What follows belongs to an exercise in optimizing a design on an open flow for small area; a production flow would make more cautious choices. In this exercise RTL edits were held to simulation tests only and were not proved equivalent to the original. Power and IR drop assume default switching activity.

<file path="flow/run.sh">
#!/bin/bash
# synth_recipe.tcl (not shown) runs the flow's synth.tcl, then flattens the netlist and writes it again
# the make line also repeats each setting of config.mk as NAME=value (left out here)
make -C /OpenROAD-flow-scripts/flow DESIGN_CONFIG=/design/flow/config.mk WORK_HOME=/design/flow/orfs CLKGATE_MAP_FILE= SYNTH_SCRIPT=/design/flow/synth_recipe.tcl finish
</file>
<file path="flow/design.v">
`timescale 1ns / 1ps
module butterfly_full(
    input clk,
    input rstn,
    input CE,
    input [31:0] x0_re_i,
    input [31:0] x0_im_i,
    input [31:0] x1_re_i,
    input [31:0] x1_im_i,
    input [9:0] w_re_i,
    input [9:0] w_im_i,
    output reg [31:0] X0_re_o,
    output reg [31:0] X0_im_o,
    output reg [31:0] X1_re_o,
    output reg [31:0] X1_im_o
    );
function automatic [33:0] rca32;    
    input [31:0] a;
    input [31:0] b;
    input        cin;
    integer i;
    reg c;
    reg [31:0] s;
    reg c31;
    begin
        c = cin;
        c31 = 1'b0;
        for (i = 0; i < 32; i = i + 1) begin
            s[i] = a[i] ^ b[i] ^ c;
            if (i == 31) c31 = c;
            c = (a[i] & b[i]) | (c & (a[i] ^ b[i]));
        end
        rca32 = {c31, c, s};
    end
endfunction
reg [1:0] ph;
always @(posedge clk or negedge rstn) begin
    if (!rstn) ph <= 2'd0;
    else       ph <= ph + 2'd1;
end
wire [31:0] mx = ph[0] ? x1_im_i : x1_re_i;
wire [9:0]  mw = (ph[0] ^ ph[1]) ? w_im_i : w_re_i;
wire        flip = (ph == 2'd1);           
wire        w_m512 = (mw == 10'h200);      
wire [10:0] wb = {mw, 1'b0};
reg  [4:0]  b_neg, b_one, b_two;
integer k;
always @* begin
    for (k = 0; k < 5; k = k + 1) begin
        b_one[k] = wb[2*k+1] ^ wb[2*k];
        b_two[k] = (wb[2*k+2] & ~wb[2*k+1] & ~wb[2*k]) | (~wb[2*k+2] & wb[2*k+1] & wb[2*k]);
        b_neg[k] = wb[2*k+2];
    end
    b_neg[4] = wb[10] & ~w_m512;
    b_neg = b_neg ^ {5{flip}};
end
reg [31:0] row [0:4];
reg [31:0] corr;
integer j;
always @* begin
    corr = 32'd0;
    for (k = 0; k < 5; k = k + 1) begin
        row[k] = 32'd0;
        for (j = 2*k; j < 32; j = j + 1)
            row[k][j] = ((b_one[k] & mx[j-2*k]) | (b_two[k] & ((j-2*k) > 0 ? mx[j-2*k-1] : 1'b0))) ^ b_neg[k];
        corr[2*k] = b_neg[k];
    end
end
wire [31:0] s1 = row[0] ^ row[1] ^ row[2];
wire [31:0] c1 = ((row[0] & row[1]) | (row[2] & (row[0] ^ row[1]))) << 1;
wire [31:0] s2 = row[3] ^ row[4] ^ corr;
wire [31:0] c2 = ((row[3] & row[4]) | (corr & (row[3] ^ row[4]))) << 1;
wire [31:0] s3 = s1 ^ c1 ^ s2;
wire [31:0] c3 = ((s1 & c1) | (s2 & (s1 ^ c1))) << 1;
wire [31:0] s4 = s3 ^ c3 ^ c2;
wire [31:0] c4 = ((s3 & c3) | (c2 & (s3 ^ c3))) << 1;
wire [33:0] mres = rca32(s4, c4, 1'b0);
wire [31:0] prod = mres[31:0];
reg [31:0] pa, pb;    
always @(posedge clk) begin
    pa <= prod;
    pb <= pa;
end
wire        zim  = ~ph[1];
wire [33:0] zres = rca32(pb, pa, 1'b0);
wire [31:0] zr   = zres[31:0];
wire        ii_nonneg = pa[31] & (|pa[30:0]);
wire        sat_neg = pb[31] & pa[31] & ~zr[31] & (zim | ii_nonneg);
wire        sat_pos = zim & ~pb[31] & ~pa[31] & zr[31];
wire        sat = sat_neg | sat_pos;
wire [23:0] zq = sat ? {~zr[31], {23{zr[31]}}} : zr[31:8];
wire        zrnd = zr[31] & (|zr[7:0]) & ~sat_pos;
reg [23:0] zs_re, zs_im;
reg        rn_re, rn_im;
always @(posedge clk) begin
    if (ph == 2'd2) begin
        zs_re <= zq;
        rn_re <= zrnd;
    end
    if (ph == 2'd0) begin
        zs_im <= zq;
        rn_im <= zrnd;
    end
end
wire [31:0] zre32 = {{8{zs_re[23]}}, zs_re};
wire [31:0] zim32 = {{8{zs_im[23]}}, zs_im};
wire [33:0] a0r = rca32(x0_re_i,  zre32,  rn_re);
wire [33:0] a0i = rca32(x0_im_i,  zim32,  rn_im);
wire [33:0] a1r = rca32(x0_re_i, ~zre32, ~rn_re);
wire [33:0] a1i = rca32(x0_im_i, ~zim32, ~rn_im);
wire v0r = a0r[33] ^ a0r[32];
wire v0i = a0i[33] ^ a0i[32];
wire v1r = (a1r[33] ^ a1r[32]) & x0_re_i[31];
wire v1i = (a1i[33] ^ a1i[32]) & x0_im_i[31];
wire [31:0] X0_re = v0r ? {x0_re_i[31], {31{~x0_re_i[31]}}} : a0r[31:0];
wire [31:0] X0_im = v0i ? {x0_im_i[31], {31{~x0_im_i[31]}}} : a0i[31:0];
wire [31:0] X1_re = v1r ? 32'h80000000 : a1r[31:0];
wire [31:0] X1_im = v1i ? 32'h80000000 : a1i[31:0];
always @(posedge clk or negedge rstn) begin
    if (!rstn) begin
        X0_re_o <= 32'd0;
        X0_im_o <= 32'd0;
        X1_re_o <= 32'd0;
        X1_im_o <= 32'd0;
    end
    else if (CE) begin
        X0_re_o <= X0_re;
        X0_im_o <= X0_im;
        X1_re_o <= X1_re;
        X1_im_o <= X1_im;
    end
end
endmodule
</file>
<file path="flow/config.mk">
export PLATFORM = sky130hd
export DESIGN_NAME = butterfly_full
export DESIGN_NICKNAME = butterfly_full
export VERILOG_FILES = /design/flow/design.v
export SDC_FILE = /design/flow/constraint.sdc
export NUM_CORES = 4
export LEC_CHECK = 0
export CAP_MARGIN = 20
export CORE_MARGIN = 2
export CORE_UTILIZATION = 40
export PLACE_DENSITY = 0.6
export SLEW_MARGIN = 20
</file>
<file path="flow/constraint.sdc">
create_clock -name core_clock -period 16.0 [get_ports {clk}]
set_input_delay 3.2000 -clock core_clock [delete_from_list [all_inputs] [get_ports {clk}]]
set_output_delay 3.2000 -clock core_clock [all_outputs]
set_load 0.01 [all_outputs]
</file>
==> impl_metrics.yaml, run 1 <==
setup_path:
  required_ns: 16.39
  crit_path_max_incr_delay_ns: 0.53
  critPathLaunchType: "input port"
  critPathTopFamily: "adder cells"
  crit_path_frequent_cell: "fa_2"
  path_class: "input port to flop"
  crit_fanout: 4
  crit_slowest_cell: "fa_1"
  arrival_ns: 16.11
  end_kind: "flop"
  cp_num_buf_inv: 6
floorplan:
  die_h_microns: 218
  rows: 78
  die_w_microns: 218
  initial_core_util: 0.405
  io_pins: 279
  die-area_sq_um: 47700
  core_area_sq_um: 45400
detailed_routing:
  vias: 12900
  drtIter0Drc: 799
  vias_per_cell: 5.02
  post-route-drc-count: 0
  ant_nets: 0
  wl_per_cell_microns: 18.7
  dr.pass1.iters: 5
  drt-total-wl_microns: 48100
clock_network:
  ctsRootBufferMaster: "clkbuf_16"
  cts_tree: "built"
  cts_max_path_buffers: 3
  holdBufCountCts: 0
  clock_sinks: 244
  clock_latency_ns: 0.53
  clk_pin_slew_ns: 0.06
  h-tree-depth: 1
  cts_buffers: 25
timing:
  layout_worst_path_cycle_share: 0.983
  max_freq_mhz: 63.6
  slew-limit-headroom: 0.336
  rsz0062_at_grt: "true"
  slew_violations: 0
  fin_crit_ns: 15.72
  setup_viol: 0
  skew_ns: 0.0111
  worst_pin_slew_ns: 0.996
  hold_viol_final: 0
global_route:
  grt_max_degree: 112
  grt_pass1_vias: 13800
  overflow: 0
  antenna_found_initial: 3
  grt_usage: 0.204
  grt_pass1_wl_microns: 76600
pwr:
  internal_power_mw: 2.36
  switchingPower_mw: 1.57
  p_seq_frac: 0.283
  swShare: 0.399
  pwr-share-comb: 0.571
  power.share.clock: 0.147
  power.leakage_nw: 9.74
  powerDensity_nw_per_um2: 167
  ir_drop_mv: 0.0866
outcome:
  status: "timing/DRC/antenna clean"
yosys:
  ys_seq_elements: 244
  synthTopCellsByArea: "fa_1 29%, dfrtp_1 18%, edfxtp_1 8.2%, dfxtp_1 7.0%, inv_1 5.5%"
  yosys_warnings: 2
  synth_top_cell_area_share: 0.286
  synth_top_cell_by_area: "fa_1"
  synth_area_per_cell_sq_um: 11.1
  synth_cell_types: 45
  netlist_area_sq_um: 18400
  synth_nets: 2111
  synthCells: 1655
  synth_sequential_area_ratio: 0.328
cells_and_area:
  syn2layout_area_growth_pct: 28.0
  drive_gt1_frac: 0.155
  utilization: 0.519
  fin_nets: 2407
  fin_area_sq_um: 23600
hold_path:
  hold_class: "flop to flop"
place:
  dpl-instance-area_sq_um: 22300
  globalplace.congestion: 0.832
  hpwl_microns: 37200
  portBuffers: 278
job:
  maxCapViolations: 0
-- cells in the mapped netlist, drive strengths merged --
| cell | count |
|---|---|
| a22o | 2 |
| o221ai | 1 |
| and2 | 1 |
| nand2 | 81 |
| a21oi | 30 |
| or2 | 1 |
| nor2 | 21 |
| o211ai | 48 |
| o22a | 2 |
| clkbuf | 74 |
| buf | 17 |
| inv | 272 |
| nand4 | 2 |
| a211oi | 1 |
| nor4 | 9 |
| mux2 | 33 |
| dfxtp | 64 |
| o22ai | 17 |
| o21ai | 143 |
| fa | 263 |
| a22oi | 99 |
| dfrtp | 130 |
| xnor2 | 104 |
| and4 | 1 |
| a31oi | 2 |
| nor3 | 5 |
| nand3 | 3 |
| nor2b | 1 |
| xnor3 | 2 |
| xor2 | 85 |
| nand2b | 2 |
| edfxtp | 50 |
| o21a | 22 |
| mux2i | 19 |
| a21boi | 3 |
| and3 | 3 |
| ha | 42 |
-- sequential cells by signal (all words and copies together) (netlist names) --
| register | cells |
|---|---|
| zs_re | 24 |
| ph | 2 |
| pa | 32 |
| pb | 32 |
| X1_re_o | 32 |
| zs_im | 24 |
| X0_re_o | 32 |
| rn_re | 1 |
| X1_im_o | 32 |
| X0_im_o | 32 |
| rn_im | 1 |
-- cell type report --
cell class                      count  area, sq um
Timing Repair Buffer              360         3480
Tap cell                          600          751
Clock inverter                     12          128
Inverter                          272         1020
Sequential cell                   244         6040
Antenna cell                        1         2.50
Clock buffer                       33          686
Fill cell                        4031        21800
Multi-Input combinational cell   1048        11400
-- power groups by stage --
stage               clock, mW  sequential, mW  combinational, mW
floorplan                   0            1.11               1.37
global placement            0            1.12               2.13
detailed placement          0            1.13               2.18
CTS                     0.593            1.12               2.23
global route            0.616            1.14               2.56
finish                  0.578            1.11               2.24
-- per-layer routing --
metal / vias to the layer above / GRT usage / share of wire
li1: 5968 / - / -
met4: 4 / 0.0512 / 0.018
met3: 60 / 0.0249 / 0.062
met1: 6423 / 0.276 / 0.43
met5: - / 0 / 0.00048
met2: 458 / 0.349 / 0.49
-- what timing repair did --
action / 4_1_cts / 5_1_grt
setup buffers: 4 / 0
pin swaps: 11 / 12
gates resized for setup: 55 / 57
hold endpoints to repair: 0 / 0
cloned: 3 / 1
setup endpoints to repair: 128 / 127
-- cells in the final DEF (no fill, tap or decap), drive strengths merged, types with 2 or more instances in the layout --
| master | instances |
|---|---|
| xnor3 | 2 |
| xor2 | 85 |
| a22oi | 99 |
| o22a | 2 |
| clkdlybuf4s50 | 268 |
| nor2 | 21 |
| edfxtp | 50 |
| mux2 | 33 |
| a21boi | 3 |
| nand3 | 3 |
| ha | 42 |
| clkinv | 5 |
| bufbuf | 2 |
| nor3 | 5 |
| nand2 | 81 |
| a31oi | 2 |
| o22ai | 17 |
| dfxtp | 64 |
| xnor2 | 104 |
| dlymetal6s2s | 3 |
| a22o | 2 |
| nor4 | 9 |
| nand4 | 2 |
| buf | 81 |
| dlygate4sd2 | 5 |
| bufinv | 2 |
| clkbuf | 34 |
| fa | 263 |
| dfrtp | 130 |
| mux2i | 19 |
| and3 | 3 |
| o211ai | 48 |
| o21a | 22 |
| inv | 274 |
| o21ai | 143 |
| clkinvlp | 3 |
| nand2b | 2 |
| a21oi | 30 |
-- cell families after synthesis --
kind of cell / synth area share
AOI/OAI and AO/OA: 0.127
muxes: 0.0318
DFF: 0.328
xor gates and xnor gates: 0.0934
buffers and inverters: 0.0754
and+or+nand+nor: 0.0299
adders and majority gates: 0.315
-- final timing paths --
kind	slack (ns)	from	depth (start not counted)	end
max	0.28	w_re_i[0]	45	pa[31]$_DFF_P_
min	0.37	pa[29]$_DFF_P_	0	pb[29]$_DFF_P_
max reg2reg	1.95	ph[1]$_DFF_PN0_	48	pa[31]$_DFF_P_
min reg2reg	0.37	pa[29]$_DFF_P_	0	pb[29]$_DFF_P_
max in group asynchronous	12.15	rstn	2	X1_im_o[3]$_DFFE_PN0P_
min in group asynchronous	2.75	rstn	1	X1_re_o[27]$_DFFE_PN0P_
-- worst register-to-register path: cells and delay by family, from the launching register on --
family	cells	cell delay [ns]
buffers and inverters	8	0.65
multiplexers	1	0.38
adder cells (fa/ha/maj)	31	11.17
XOR/XNOR	7	1.25
AND/OR/NAND/NOR	1	0.09
flip-flops	1	0.39
-- through the flow --
step | cells | hold slack [ns] | total power, mW | setup TNS, ns | worst slack, ns
2_1_floorplan | 1655 | 0.351 | 2.47 | 0 | 0.00501
3_3_place_gp | 2516 | 0.370 | 3.25 | -121.96 | -1.04
3_5_place_dp | 2516 | 0.368 | 3.31 | -144.74 | -1.26
4_1_cts | 2568 | 0.376 | 3.94 | 0 | 0.00567
5_1_grt | 2569 | 0.392 | 4.31 | -0.112 | -0.105
6_report | 2570 | 0.374 | 3.93 | 0 | 0.279
==> run 2: changes to the inputs <==
--- a/flow/config.mk
+++ b/flow/config.mk
@@ -6,4 +6,5 @@
 export NUM_CORES = 4
 export LEC_CHECK = 0
+export ABC_AREA = 1
 export CAP_MARGIN = 20
 export CORE_MARGIN = 2
==> run 2 against run 1 <==
Compared with the run above: maximum frequency grew 0.68%; combinational power shrank 2%; clock power grew 13%; register-to-register slack lost 0.20 ns; sequential power is essentially flat; first-iteration DRC count grew 28%; die area shrank 1.6%; non-clock buffer count grew 22; still clean.
==> impl_metrics.yaml, run 2 <==
outcome:
  status: "timing/DRC/antenna clean"
pwr:
  internal_power_mw: 2.35
  swShare: 0.405
  pwr-share-comb: 0.557
  ir_drop_mv: 0.0871
  p_seq_frac: 0.278
  power_mw: 3.96
  switchingPower_mw: 1.60
  power.leakage_nw: 10.4
  power.share.clock: 0.165
  powerDensity_nw_per_um2: 167
place:
  globalplace.congestion: 0.843
  portBuffers: 278
  hpwl_microns: 37200
  dp_cells: 2655
  dp_slack_ns: -1.15
  dpl-instance-area_sq_um: 22100
clock_network:
  clock_sinks: 244
  cts_tree: "built"
  holdBufCountCts: 0
  h-tree-depth: 1
  cts_max_path_buffers: 3
  ctsRootBufferMaster: "clkbuf_16"
  clk_pin_slew_ns: 0.06
  cts_buffers: 26
  clock_latency_ns: 0.54
yosys:
  synth_top_cell_area_share: 0.291
  synth_common_cells: "346 x nand2_1, 263 x fa_1, 198 x inv_1"
  synth_top_cell_by_area: "fa_1"
  synthTopCellsByArea: "fa_1 29%, dfrtp_1 18%, edfxtp_1 8.3%, nand2_1 7.2%, dfxtp_1 7.1%"
  ys_seq_elements: 244
  synth_ff_type: "dfrtp_1"
  synthArstFlopShare: 0.533
  synth_area_per_cell_sq_um: 10.2
  synth_cell_types: 44
  synth_edf_count: 50
  netlist_area_sq_um: 18100
  synth_nets: 2234
  yosys_warnings: 2
  synth_sequential_area_ratio: 0.334
  synthCells: 1778
  yosysMostFrequentCell: "nand2_1"
floorplan:
  die_w_microns: 217
  rows: 77
  core_area_sq_um: 44400
  die_h_microns: 217
  io_pins: 279
  initial_core_util: 0.407
  die-area_sq_um: 47000
detailed_routing:
  ant_nets: 0
  dr.pass1.iters: 5
  drt-total-wl_microns: 48300
  wl_per_cell_microns: 17.8
  drtIter0Drc: 1023
  vias_per_cell: 5.01
  vias: 13600
  post-route-drc-count: 0
setup_path:
  worstReg2RegEnd: "zs_im[22]$_DFFE_PN_"
  reg2reg_slack_ns: 1.75
  critPathCapture: "X0_im_o[20]$_DFFE_PN0P_"
  crit_fanout: 7
  required_ns: 16.42
  crit_path_max_incr_delay_ns: 0.39
  cp-startpoint: "x0_im_i[0]"
  reg2regPathDepth: 39
  arrival_ns: 16.03
  crit_path_frequent_cell: "fa_2"
  rr_startpoint: "pa[0]$_DFF_P_"
  crit_slowest_cell: "fa_2"
  path_class: "input port to flop"
  critPathLaunchType: "input port"
  end_kind: "flop"
global_route:
  antenna_found_initial: 2
  grt_pass1_wl_microns: 77500
  grt_max_degree: 101
  overflow: 0
  grt_usage: 0.207
  grt_pass1_vias: 14300
cells_and_area:
  fin_nets: 2560
  fillCellCount: 3903
  syn2layout_area_growth_pct: 30.7
  final_common_cell: "nand2_1"
  drive_gt1_frac: 0.154
  utilization: 0.532
  final_cell_mix: "335 x nand2_1, 267 x clkdlybuf4s50_1, 192 x inv_1"
  final_cell_count_no_fill: 2717
  fin_area_sq_um: 23600
  multi_input_area_sq_um: 11400
  regArea_sq_um: 6040
timing:
  max_freq_mhz: 64.0
  finalWorstSetupSlack_ns: 0.385
  setup_viol: 0
  slew-limit-headroom: 0.271
  fin_crit_ns: 15.61
  slew_violations: 0
  skew_ns: 0.0189
  hold_viol_final: 0
  worst_pin_slew_ns: 1.09
  layout_worst_path_cycle_share: 0.976
  fin_tns_setup_ns: 0
  hold_slack_ns: 0.387
job:
  maxCapViolations: 0
hold_path:
  hold_class: "flop to flop"
==> run 2: cell types whose count changed after synthesis, moves of 44 or more <==
cell and change:
o211ai_1 -47, nand2_1 +265, xor2_1 +50, nor2_1 +73, o21ai_0 -62, nand3_1 +44
inv_1 -73, a22oi_1 -99, o22ai_1 +111, xnor2_1 -98
==> run 2: timing repair <==
action                                  in CTS  in global routing
setup buffers                                1                  8
endpoints found under the setup margin     129                127
gates cloned                                 3                  2
resized for setup                           55                 81
pin swaps                                   24                 53
==> run 2: metal layers <==
layer  GRT usage  share of wire  vias up
li1            -              -     6334
met1       0.281           0.44     6748
met2       0.356           0.49      462
met3      0.0254          0.058       59
met4      0.0491          0.021        2
met5           0        0.00027        -
==> run 2: final cells by class <==
class                           count  area share
Antenna cell                        1    0.000106
Clock buffer                       33      0.0313
Clock inverter                     15     0.00868
Inverter                          206      0.0328
Multi-Input combinational cell   1244       0.480
Sequential cell                   244       0.255
Tap cell                          592      0.0313
Timing Repair Buffer              382       0.160
==> run 2: worst min path at each step <==
| stage | from | to | slack, ns | cells after the start |
|---|---|---|---|---|
| CTS | pa[29]$_DFF_P_ | pb[29]$_DFF_P_ | 0.39 | 0 |
| global placement | pa[29]$_DFF_P_ | pb[29]$_DFF_P_ | 0.36 | 0 |
| floorplan | pa[29]$_DFF_P_ | pb[29]$_DFF_P_ | 0.35 | 0 |
| global route | pa[29]$_DFF_P_ | pb[29]$_DFF_P_ | 0.40 | 0 |
| detailed placement | pa[0]$_DFF_P_ | pb[0]$_DFF_P_ | 0.38 | 0 |
| finish | pa[29]$_DFF_P_ | pb[29]$_DFF_P_ | 0.39 | 0 |
==> run 2: logic make-up after synthesis <==
logic type	count (synthesis)	share of synthesized area
AND/OR/NAND/NOR	522	0.117
AO/OA/AOI/OAI	254	0.0808
flip-flops	244	0.334
buffers and inverters	290	0.0663
XOR/XNOR	142	0.0702
multiplexers	21	0.0116
adder cells (fa/ha/maj)	305	0.320
==> run 2: worst max-delay path, delay by kind of cell <==
kind            cells  cell delay, ns
fa+ha+maj          32           11.54
compound gates      1            0.06
simple gates        4            0.35
buf+inv             6            0.88
==> run 2: power by group through the flow <==
stage	sequential, mW	combinational [mW]	clock (mW)
4_1_cts	1.10	2.19	0.668
3_3_place_gp	1.10	2.12	0
5_1_grt	1.13	2.53	0.693
2_1_floorplan	1.10	1.34	0
6_report	1.10	2.20	0.654
3_5_place_dp	1.11	2.15	0
==> run 3: changes to the inputs <==
==> flow/flow/run.sh (new file) <==
#!/bin/bash
# The standard layout, with the smallest buffer cell for the port buffers.
set -euo pipefail
bash standard.sh BUFFER_PORTS_ARGS="-buffer_cell sky130_fd_sc_hd__buf_1" finish > standard_flow.log 2>&1
==> flow/standard.sh (new file) <==
#!/bin/bash
# synth_recipe.tcl (not shown) runs the flow's synth.tcl, then flattens the netlist and writes it again
# the make line also repeats each setting of config.mk as NAME=value (left out here)
make -C /OpenROAD-flow-scripts/flow DESIGN_CONFIG=/design/flow/config.mk WORK_HOME=/design/flow/orfs CLKGATE_MAP_FILE= SYNTH_SCRIPT=/design/flow/synth_recipe.tcl "${@:-finish}"
--- a/flow/config.mk
+++ b/flow/config.mk
@@ -6,5 +6,4 @@
 export NUM_CORES = 4
 export LEC_CHECK = 0
-export ABC_AREA = 1
 export CAP_MARGIN = 20
 export CORE_MARGIN = 2
removed: flow/run.sh
==> run 3 against run 2 <==
Compared with the run above: still clean; core utilization down 5.3 points; worst setup slack worse by 0.059 ns; worst hold slack worse by 0.0043 ns; highest routed layer unchanged.
==> impl_metrics.yaml, run 3 <==
yosys:
  synth_area_per_cell_sq_um: 11.1
  synth_nets: 2111
  yosys_warnings: 2
  synth_cell_types: 45
  synth_edf_count: 50
  synth_top_cell_by_area: "fa_1"
  synth_ff_type: "dfrtp_1"
  yosysMostFrequentCell: "inv_1"
  synth_sequential_area_ratio: 0.328
  ys_seq_elements: 244
  synthCells: 1655
  netlist_area_sq_um: 18400
  synth_common_cells: "271 x inv_1, 263 x fa_1, 139 x o21ai_0"
  synthArstFlopShare: 0.533
  synthTopCellsByArea: "fa_1 29%, dfrtp_1 18%, edfxtp_1 8.2%, dfxtp_1 7.0%, inv_1 5.5%"
  synth_top_cell_area_share: 0.286
global_route:
  grt_pass1_wl_microns: 74000
  grt_pass1_vias: 13400
  grt_usage: 0.196
  grt_max_degree: 104
  antenna_found_initial: 2
  overflow: 0
timing:
  max_freq_mhz: 63.8
  setup_viol: 0
  slew-limit-headroom: 0.379
  slew_violations: 0
  hold_viol_final: 0
  skew_ns: 0.00927
  layout_worst_path_cycle_share: 0.980
  fin_crit_ns: 15.67
  fin_tns_setup_ns: 0
  worst_pin_slew_ns: 0.931
cells_and_area:
  drive_gt1_frac: 0.147
  antenna_cells: 0
  fin_nets: 2402
  fillCellCount: 4169
  utilization: 0.480
  syn2layout_area_growth_pct: 18.3
  final_cell_mix: "276 x buf_1, 268 x inv_1, 167 x fa_1"
  final_common_cell: "buf_1"
pwr:
  ir_drop_mv: 0.0858
  powerDensity_nw_per_um2: 177
  power.leakage_nw: 8.97
hold_path:
  min_from: "pa[29]$_DFF_P_"
  hold_class: "flop to flop"
  min_path_cells: 0
  hold_end: "pb[29]$_DFF_P_"
floorplan:
  rows: 78
  io_pins: 279
  initial_core_util: 0.405
  core_area_sq_um: 45400
  die-area_sq_um: 47700
  die_w_microns: 218
  die_h_microns: 218
setup_path:
  critPathLaunchType: "input port"
  rr_startpoint: "ph[1]$_DFF_PN0_"
  critPathTopFamily: "adder cells"
  required_ns: 16.42
  arrival_ns: 16.09
  worstReg2RegEnd: "pa[31]$_DFF_P_"
  crit_slowest_cell: "fa_1"
  crit_path_frequent_cell: "fa_1"
  reg2reg_slack_ns: 1.98
  cp_num_buf_inv: 5
  crit_path_max_incr_delay_ns: 0.41
  crit_fanout: 4
  end_kind: "flop"
  path_class: "input port to flop"
  reg2regPathDepth: 47
place:
  hpwl_microns: 36000
  portBuffers: 278
  globalplace.congestion: 0.845
outcome:
  status: "timing/DRC/antenna clean"
clock_network:
  cts_max_path_buffers: 3
  clk_pin_slew_ns: 0.07
  clock_sinks: 244
  cts_tree: "built"
  clock_latency_ns: 0.53
  cts_buffers: 24
  holdBufCountCts: 0
  h-tree-depth: 1
  ctsRootBufferMaster: "clkbuf_16"
job:
  maxCapViolations: 0
detailed_routing:
  wl_per_cell_microns: 18.0
  post-route-drc-count: 0
  drtIter0Drc: 869
  drt-total-wl_microns: 46100
  dr.pass1.iters: 5
  vias: 12900
  vias_per_cell: 5.03
  ant_nets: 0
==> run 3: cell types whose count changed after synthesis, sizes merged, moves of 45 or more <==
cell | before | now
nand2 | 362 | 81
o22ai | 129 | 17
a22oi | 0 | 99
xnor2 | 5 | 104
nor2 | 94 | 21
inv | 204 | 272
o21ai | 81 | 143
xor2 | 137 | 85
o211ai | 1 | 48
nand3 | 48 | 3
==> run 3: cell families after synthesis <==
| logic type | Yosys count | synth area share |
|---|---|---|
| mux | 52 | 0.0318 |
| compound gates | 370 | 0.127 |
| buf+inv | 363 | 0.0754 |
| flops | 244 | 0.328 |
| simple gates | 130 | 0.0299 |
| xor+xnor | 191 | 0.0934 |
| fa+ha+maj | 305 | 0.315 |
==> run 3: power breakdown <==
group | switching, mW | internal (mW)
combinational | 1.17 | 0.971
clock | 0.248 | 0.351
sequential | 0.164 | 0.949
==> run 3: final cells by class <==
cell class	count	area (sq um)	share of cell area
Timing Repair Buffer	356	1720	0.0788
Clock buffer	35	800	0.0367
Tap cell	600	751	0.0345
Sequential cell	244	6040	0.277
Multi-Input combinational cell	1048	11400	0.523
Clock inverter	9	63.8	0.00293
Inverter	272	1020	0.0469
==> run 3: what timing repair did <==
item / 4_1_cts / 5_1_grt
pin swaps: 8 / 13
hold endpoints to repair: 0 / 0
setup buffers: 1 / 1
setup endpoints to repair: 126 / 127
resized for setup: 36 / 58
gates cloned: 2 / 2
==> run 3: worst max path at each step <==
stage	endpoint	start	slack, ns	cells after the start
finish	X1_re_o[31]$_DFFE_PN0P_	x0_re_i[0]	0.33	40
global route	pa[31]$_DFF_P_	w_re_i[1]	-0.01	46
CTS	X0_re_o[0]$_DFFE_PN0P_	x0_re_i[0]	0.002	39
detailed placement	X0_im_o[5]$_DFFE_PN0P_	x0_im_i[0]	-0.88	40
global placement	X0_im_o[5]$_DFFE_PN0P_	x0_im_i[0]	-0.71	40
floorplan	X0_im_o[17]$_DFFE_PN0P_	x0_im_i[0]	0.005	39
==> run 3: worst register-to-register path: cells and delay by family (launching register included) <==
family          cells  cell delay, ns
simple gates        1            0.05
mux                 1            0.40
compound gates      2            0.43
flops               1            0.39
buf+inv             6            0.38
fa+ha+maj          31           11.06
xor+xnor            6            1.17
==> run 3: per-stage QoR <==
step	hold slack (ns)	power, mW	area [sq um]	cells	worst slack [ns]
global placement	0.373	3.19	20600	2514	-0.706
global route	0.396	4.24	21800	2564	-0.0116
detailed placement	0.385	3.23	20600	2514	-0.880
finish	0.383	3.86	21800	2564	0.326
floorplan	0.351	2.47	18600	1655	0.00501
CTS	0.388	3.87	21500	2561	0.00202
==> run 3: metal layers <==
metal  track usage  vias up  share of wire
met3        0.0214       46          0.061
li1              -     5953              -
met2         0.334      446           0.48
met5             0        -        0.00052
met1         0.270     6444           0.44
met4        0.0404        4          0.017
==> run 4: changes to the inputs <==
--- a/flow/config.mk
+++ b/flow/config.mk
@@ -8,5 +8,6 @@
 export CAP_MARGIN = 20
 export CORE_MARGIN = 2
-export CORE_UTILIZATION = 40
-export PLACE_DENSITY = 0.6
+export CORE_UTILIZATION = 60
+export CTS_BUF_LIST = sky130_fd_sc_hd__clkbuf_8
+export PLACE_DENSITY = 0.75
 export SLEW_MARGIN = 20
==> run 4 against run 3 <==
Compared with the run above: worst hold slack lost 0.0014 ns; final cell count shrank 6.9%; non-clock buffer count grew 2; synthesized area is the same; routed wire length shrank 4.5%; largest power group unchanged; core utilization grew 22 points; sequential share of layout area grew 0.47 points; via count grew 3.5%; flip-flop and latch count is the same; clock-buffer cell count grew 14.
==> impl_metrics.yaml, run 4 <==
cells_and_area:
  drive_gt1_frac: 0.153
  syn2layout_area_growth_pct: 16.3
  final_cell_mix: "279 x inv_1, 274 x buf_1, 168 x fa_1"
  fillCellCount: 2164
  final_common_cell: "inv_1"
  fin_nets: 2419
  fin_area_sq_um: 21400
detailed_routing:
  vias_per_cell: 5.59
  dr_wl_met3_microns: 3030
  ant_nets: 0
  wl_per_cell_microns: 18.5
  wl_met1_microns: 17500
  post-route-drc-count: 0
  vias: 13300
  drt-total-wl_microns: 44100
  drtIter0Drc: 1061
  wl_met2_microns: 21800
  dr.pass1.iters: 5
  top_layer: "met5"
place:
  hpwl_microns: 33900
  globalplace.congestion: 0.886
  dp_slack_ns: -0.852
  dpl-instance-area_sq_um: 20300
  portBuffers: 278
clock_network:
  cts_tree: "built"
  ctsRootBufferMaster: "clkbuf_8"
  holdBufCountCts: 0
  clk_pin_slew_ns: 0.06
  h-tree-depth: 2
  clock_sinks: 244
  cts_buffers: 39
  cts_max_path_buffers: 3
  clock_latency_ns: 0.53
timing:
  fin_crit_ns: 15.75
  finalWorstSetupSlack_ns: 0.250
  fin_tns_setup_ns: 0
  layout_worst_path_cycle_share: 0.984
  hold_slack_ns: 0.381
  slew_violations: 0
  max_freq_mhz: 63.5
  worst_pin_slew_ns: 0.992
  skew_ns: 0.0511
  setup_viol: 0
  hold_viol_final: 0
  slew-limit-headroom: 0.338
pwr:
  power.leakage_nw: 8.99
  ir_drop_mv: 0.104
  powerDensity_nw_per_um2: 175
  power_mw: 3.74
yosys:
  synth_sequential_area_ratio: 0.328
  synth_top_cell_area_share: 0.286
  ys_seq_elements: 244
  synth_edf_count: 50
  synthArstFlopShare: 0.533
  synth_nets: 2111
  synth_cell_types: 45
  synthCells: 1655
  synth_common_cells: "271 x inv_1, 263 x fa_1, 139 x o21ai_0"
  synth_top_cell_by_area: "fa_1"
  synth_ff_type: "dfrtp_1"
  yosys_warnings: 2
  netlist_area_sq_um: 18400
  synth_area_per_cell_sq_um: 11.1
  synthTopCellsByArea: "fa_1 29%, dfrtp_1 18%, edfxtp_1 8.2%, dfxtp_1 7.0%, inv_1 5.5%"
  yosysMostFrequentCell: "inv_1"
global_route:
  grt_pass1_vias: 13700
  grt_max_degree: 99
  grt_usage: 0.282
  antenna_found_initial: 2
  overflow: 0
  grt_pass1_wl_microns: 70500
setup_path:
  arrival_ns: 16.09
  crit_path_frequent_cell: "fa_2"
  reg2reg_slack_ns: 1.80
  worstReg2RegEnd: "pa[31]$_DFF_P_"
  path_class: "input port to flop"
  cp_num_buf_inv: 7
  reg2regPathDepth: 48
  end_kind: "flop"
  required_ns: 16.34
  critPathLaunchType: "input port"
  crit_path_max_incr_delay_ns: 0.51
  crit_fanout: 3
  critPathTopFamily: "adder cells"
  crit_slowest_cell: "fa_1"
  rr_startpoint: "ph[1]$_DFF_PN0_"
floorplan:
  initial_core_util: 0.605
  die_w_microns: 179
  core_area_sq_um: 30400
  die_h_microns: 179
  die-area_sq_um: 32100
  io_pins: 279
  rows: 64
hold_path:
  min_path_cells: 0
  hold_end: "pb[0]$_DFF_P_"
  hold_class: "flop to flop"
  min_from: "pa[0]$_DFF_P_"
job:
  maxCapViolations: 0
outcome:
  status: "timing/DRC/antenna clean"
## run 4: per-stage QoR
step	std cells	util
2_1_floorplan	1655	-
3_5_place_dp	2312	0.668
6_report	2387	0.704
4_1_cts	2384	0.698
5_1_grt	2387	0.704
3_3_place_gp	2312	0.668
## run 4: cell type report
cell class	count	area (sq um)	area share
clock buffer	49	674	0.0315
clock inverter	19	111	0.00520
tap	396	495	0.0231
multi-input combinational	1048	11400	0.531
timing repair buffer	358	1700	0.0795
antenna	1	2.50	0.000117
sequential	244	6040	0.282
inverter	272	1020	0.0477
## run 4: how the worst max path moves through the flow
stage	start	to	cells past startpoint
after floorplan	x0_im_i[0]	X0_im_o[17]$_DFFE_PN0P_	39
after global placement	x0_re_i[0]	X1_re_o[30]$_DFFE_PN0P_	40
after detailed placement	x0_re_i[0]	X1_re_o[30]$_DFFE_PN0P_	40
after CTS	x0_re_i[0]	X1_re_o[16]$_DFFE_PN0P_	40
after global routing	w_re_i[3]	pa[31]$_DFF_P_	46
final	w_im_i[2]	pa[31]$_DFF_P_	46
## run 4: repair_timing
item                                    4_1_cts  5_1_grt
gates cloned                                  2        0
setup buffers                                 2        2
endpoints found under the setup margin      124      127
pin swaps                                     4       17
resized for setup                            35       49
## run 4: cell families (layout without fill, tap and decap cells)
group	Yosys count	count (layout)	share of synthesized area
AND/OR/NAND/NOR	130	130	0.0299
adder cells (fa/ha/maj)	305	305	0.315
multiplexers	52	52	0.0318
flip-flops	244	244	0.328
other	0	1	0
XOR/XNOR	191	191	0.0934
AO/OA/AOI/OAI	370	370	0.127
buffers and inverters	363	698	0.0754
## run 4: routing by layer
layer / vias up / global-route usage
met5: - / 0
met1: 6626 / 0.370
li1: 5998 / -
met3: 106 / 0.0401
met2: 615 / 0.477
met4: 2 / 0.107
## run 4: report_power, final
part           leakage [nW]  internal (mW)  switching, mW
registers              2.57          0.949          0.162
clock network         0.448          0.292          0.238
logic                  5.97          0.937           1.16

==> port drivers added, routing unchanged <==
How much do the figures lean on ideal ports? The routed layouts below were timed once more, with nothing changed but the port constraints. Step 1 (the two cells are an assumption about what drives the block):
set clk [get_ports {clk}]
set_driving_cell -lib_cell sky130_fd_sc_hd__clkbuf_16 $clk
set_driving_cell -lib_cell sky130_fd_sc_hd__buf_2 [delete_from_list [all_inputs] $clk]
Step 2 also shifts input and output timing later by t, the mid clock arrival at the registers, as if the neighbouring blocks saw the same clock. a / b / c = ideal ports / drivers / drivers and shift; a / b = the first two.
| run | t (ns) | setup slack, ns | hold slack, ns | worst setup path at the end | worst register clock-pin slew, ns |
|---|---|---|---|---|---|
| run 1 | 0.575 | 0.279 / 0.293 / -0.281 | 0.374 / 0.374 / 0.374 | input to register | 0.07 / 0.07 |
| run 2 | 0.582 | 0.385 / 0.411 / -0.171 | 0.387 / 0.387 / 0.387 | input to register | 0.06 / 0.06 |
| run 3 | 0.573 | 0.326 / 0.353 / -0.220 | 0.383 / 0.383 / 0.383 | input to register | 0.07 / 0.07 |
| run 4 | 0.549 | 0.250 / 0.272 / -0.277 | 0.381 / 0.381 / 0.381 | input to register | 0.07 / 0.07 |
With both steps, setup timing fails in every run listed, where it was met with ideal ports. The setup slack of run 1, which loses most, moves by +0.014 ns with the drivers and by -0.560 ns with both steps.
